This is an optimization exercise on Yosys and OpenROAD, whose aim is small area, not a production implementation. In this exercise RTL edits were held to simulation tests only and were not proved equivalent to the original. Power is estimated from default activity; no workload was simulated.

Design A7_vga_top, start of the top module:
module A7_vga_top(
  input  wire        ClkPort,
  input  wire        rst,             
  input  wire        BtnL, BtnR, BtnU, BtnD, BtnC,
  input  wire        SW0,             
  input  wire        SW1,
  output wire        hSync, vSync,
  output wire [3:0]  vgaR, vgaG, vgaB,
  output wire [7:0]  Anodes,
  output wire [6:0]  Segs,
  output wire        QuadSpiFlashCS
);
Size in the first run: roughly 1,200 cells after synthesis, roughly 39 I/O pins, roughly 9200 sq um of cells after synthesis.
Settings: LEC_CHECK=0, ABC_AREA=1, CAP_MARGIN=20, CORE_MARGIN=2, CORE_UTILIZATION=65, SLEW_MARGIN=20, SYNTH_MEMORY_MAX_BITS=65536; clock period 11.0 ns.
standard.sh (not shown) runs the stock make flow with config.mk's settings and CLKGATE_MAP_FILE= SYNTH_SCRIPT=/design/flow/synth_recipe.tcl, a recipe that flattens the netlist after the stock synthesis.
==> flow/flow/run.sh <==
#!/bin/bash
# Own flow: the standard synthesis; then the netlist's combinational
# logic re-synthesised for area by ABC with several scripts in parallel
# (registers, their cells and names untouched), keeping the smallest; then
# the standard layout from that netlist, with buf_1 port buffers,
# clkbuf_8 clock buffers and no CTS dummy loads.
set -euo pipefail
W=$PWD
R=$W/orfs/results/$FLOW_PLATFORM/A7_vga_top/base
YOSYS=$FLOW_HOME/../tools/install/yosys/bin/yosys
LIB=$FLOW_HOME/platforms/$FLOW_PLATFORM/lib/sky130_fd_sc_hd__tt_025C_1v80.lib
bash standard.sh "$R/1_2_yosys.v" > synth.log 2>&1
cp "$R/1_2_yosys.v" std_synth.v
python3 flow/mkcomb.py "$LIB" comb.v dont_use.txt > mkcomb.log 2>&1
printf 'set_driving_cell sky130_fd_sc_hd__buf_1\nset_load 5\n' > abc.constr
for s in flow/abc/*.abc; do
  n=$(basename "$s" .abc)
  REOPT_LIB="$LIB" REOPT_COMB=comb.v REOPT_IN=std_synth.v REOPT_OUT="reopt_$n.v" REOPT_TOP="$FLOW_TOP" \
  REOPT_DONT_USE=dont_use.txt REOPT_SCRIPT="$s" REOPT_CONSTR=abc.constr REOPT_STAT="reopt_stat_$n.txt" \
    "$YOSYS" -c flow/reopt.tcl > "reopt_$n.log" 2>&1 &
done
wait
best=""; best_area=""
for s in flow/abc/*.abc; do
  n=$(basename "$s" .abc)
  a=$(grep -h "Chip area" "reopt_stat_$n.txt" 2>/dev/null | awk '{print $NF}' | tail -1)
  echo "$n ${a:-failed}" >> reopt_choice.txt
  if [[ -n "$a" && -s "reopt_$n.v" ]] && { [[ -z "$best" ]] || awk -v a="$a" -v b="$best_area" 'BEGIN{exit !(a < b)}'; }; then
    best=$n; best_area=$a
  fi
done
echo "chosen $best $best_area" >> reopt_choice.txt
cp "reopt_$best.v" "$R/1_2_yosys.v"
export BUFFER_PORTS_ARGS="-buffer_cell sky130_fd_sc_hd__buf_1"
export CTS_ARGS="-sink_clustering_enable -repair_clock_nets -dont_use_dummy_load -buf_list sky130_fd_sc_hd__clkbuf_8"
bash standard.sh > layout.log 2>&1
Other scripts of this flow, unchanged in this note and not shown: flow/flow/abc/s1.abc, flow/flow/abc/s2.abc, flow/flow/abc/s3.abc, flow/flow/abc/s4.abc, flow/flow/abc/s5.abc, flow/flow/abc/s6.abc, flow/flow/abc/s7.abc, flow/flow/abc/s8.abc, flow/flow/mkcomb.py, flow/flow/reopt.tcl
Next try:
--- a/flow/design.v
+++ b/flow/design.v
@@ -790,18 +790,18 @@
   wire bomb_edge = btn_c && !btnc_d;
   wire all_sunk = &sunk;
   wire [3:0] rd_row = sample_tick ? next_row : disp_row;
   wire [3:0] rd_col = sample_tick ? next_col : disp_col;
   wire [9:0] rrs, rcs, wrs, wcs;
   genvar gi;
   generate for (gi = 0; gi < 10; gi = gi + 1) begin : dec
-    assign rrs[gi] = (gi < 8) ? (rd_row == gi) : (rd_row[3] && rd_row[0] == gi % 2);
-    assign rcs[gi] = (gi < 8) ? (rd_col == gi) : (rd_col[3] && rd_col[0] == gi % 2);
-    assign wrs[gi] = (gi < 8) ? (sprite_row == gi) : (sprite_row[3] && sprite_row[0] == gi % 2);
-    assign wcs[gi] = (gi < 8) ? (sprite_col == gi) : (sprite_col[3] && sprite_col[0] == gi % 2);
+    assign rrs[gi] = (rd_row == gi);
+    assign rcs[gi] = (rd_col == gi);
+    assign wrs[gi] = (sprite_row == gi);
+    assign wcs[gi] = (sprite_col == gi);
   end endgenerate
   wire [9:0] rowbits;
   generate for (gi = 0; gi < 10; gi = gi + 1) begin : rd
     assign rowbits[gi] = |(bombed[gi*10 +: 10] & rcs);
   end endgenerate
   wire rd_bit = |(rowbits & rrs);
   wire cur_ship;
@@ -1349,17 +1349,17 @@
   cursor_controller cursor_control(
     .clk(ClkPort), .rst(rst), .sample_tick(sample_tick),
     .btn_l(BtnL), .btn_r(BtnR), .btn_u(BtnU), .btn_d(BtnD),
     .col(cur_col), .row(cur_row), .next_col(nxt_col), .next_row(nxt_row)
   );
   wire [3:0] gcol = hblk[5:2];
   wire [5:0] gx = {hblk[1:0], cnt[5:2]};       
-  wire       in_grid = bright && (hblk != 6'd40) && (vcell != 4'd10);
+  wire       in_grid = bright && (hblk < 6'd40) && (vcell < 4'd10);
   wire       on_line = in_grid && ((gx == 6'd0) || (vpix == 6'd0));
-  wire       in_sprite = (gcol == cur_col) && (vcell == cur_row);
+  wire       in_sprite = bright && (gcol == cur_col) && (vcell == cur_row);
   wire [3:0] shade;
   reg  [3:0] shade_q;
   sprite_rom rom(.dy(vpix), .dx(gx), .shade(shade));
   always @(posedge ClkPort)
     if (rst) shade_q <= 4'd0;
     else     shade_q <= in_sprite ? shade : 4'd0;
   wire [1:0] status;
=> Total power falls by 2.0%; die area came out higher by 0.88%; critical path depth does not change; via count drops by 0.94%; worst setup slack is better by 0.15 ns; fmax is higher by 1.6%; sequential share of layout area goes down by 0.42 points.

what the ideal ports hide:
The flow's constraints put no driver on any port. The routed layouts listed below were extracted and timed again, unchanged, in two steps.
Step 1: set_driving_cell puts a clkbuf_16 on ClkPort and a buf_2 on each other input, an assumption about the parent block.
Step 2 adds t to the input delays and takes it off the output delays; t is the mean of the earliest and latest rising clock arrival at the registers after step 1. Input paths then give back, and output paths get back, about the clock's delay inside the block.
Slacks: no drivers / after step 1 / after step 2; pairs: no drivers / after step 1.
| run | t (ns) | slack for setup (ns) | worst hold slack (ns) | latest minus earliest clock arrival (ns) | slew at the worst register clock pin (ns) |
|---|---|---|---|---|---|
| the first run | 0.496 | 1.442 / 1.402 / 1.898 | 0.452 / 0.452 / 0.452 | 0.042 / 0.042 | 0.11 / 0.11 |
| the second run | 0.497 | 1.590 / 1.549 / 1.762 | 0.464 / 0.464 / 0.464 | 0.034 / 0.033 | 0.10 / 0.10 |
After both steps every run listed still meets setup and hold.
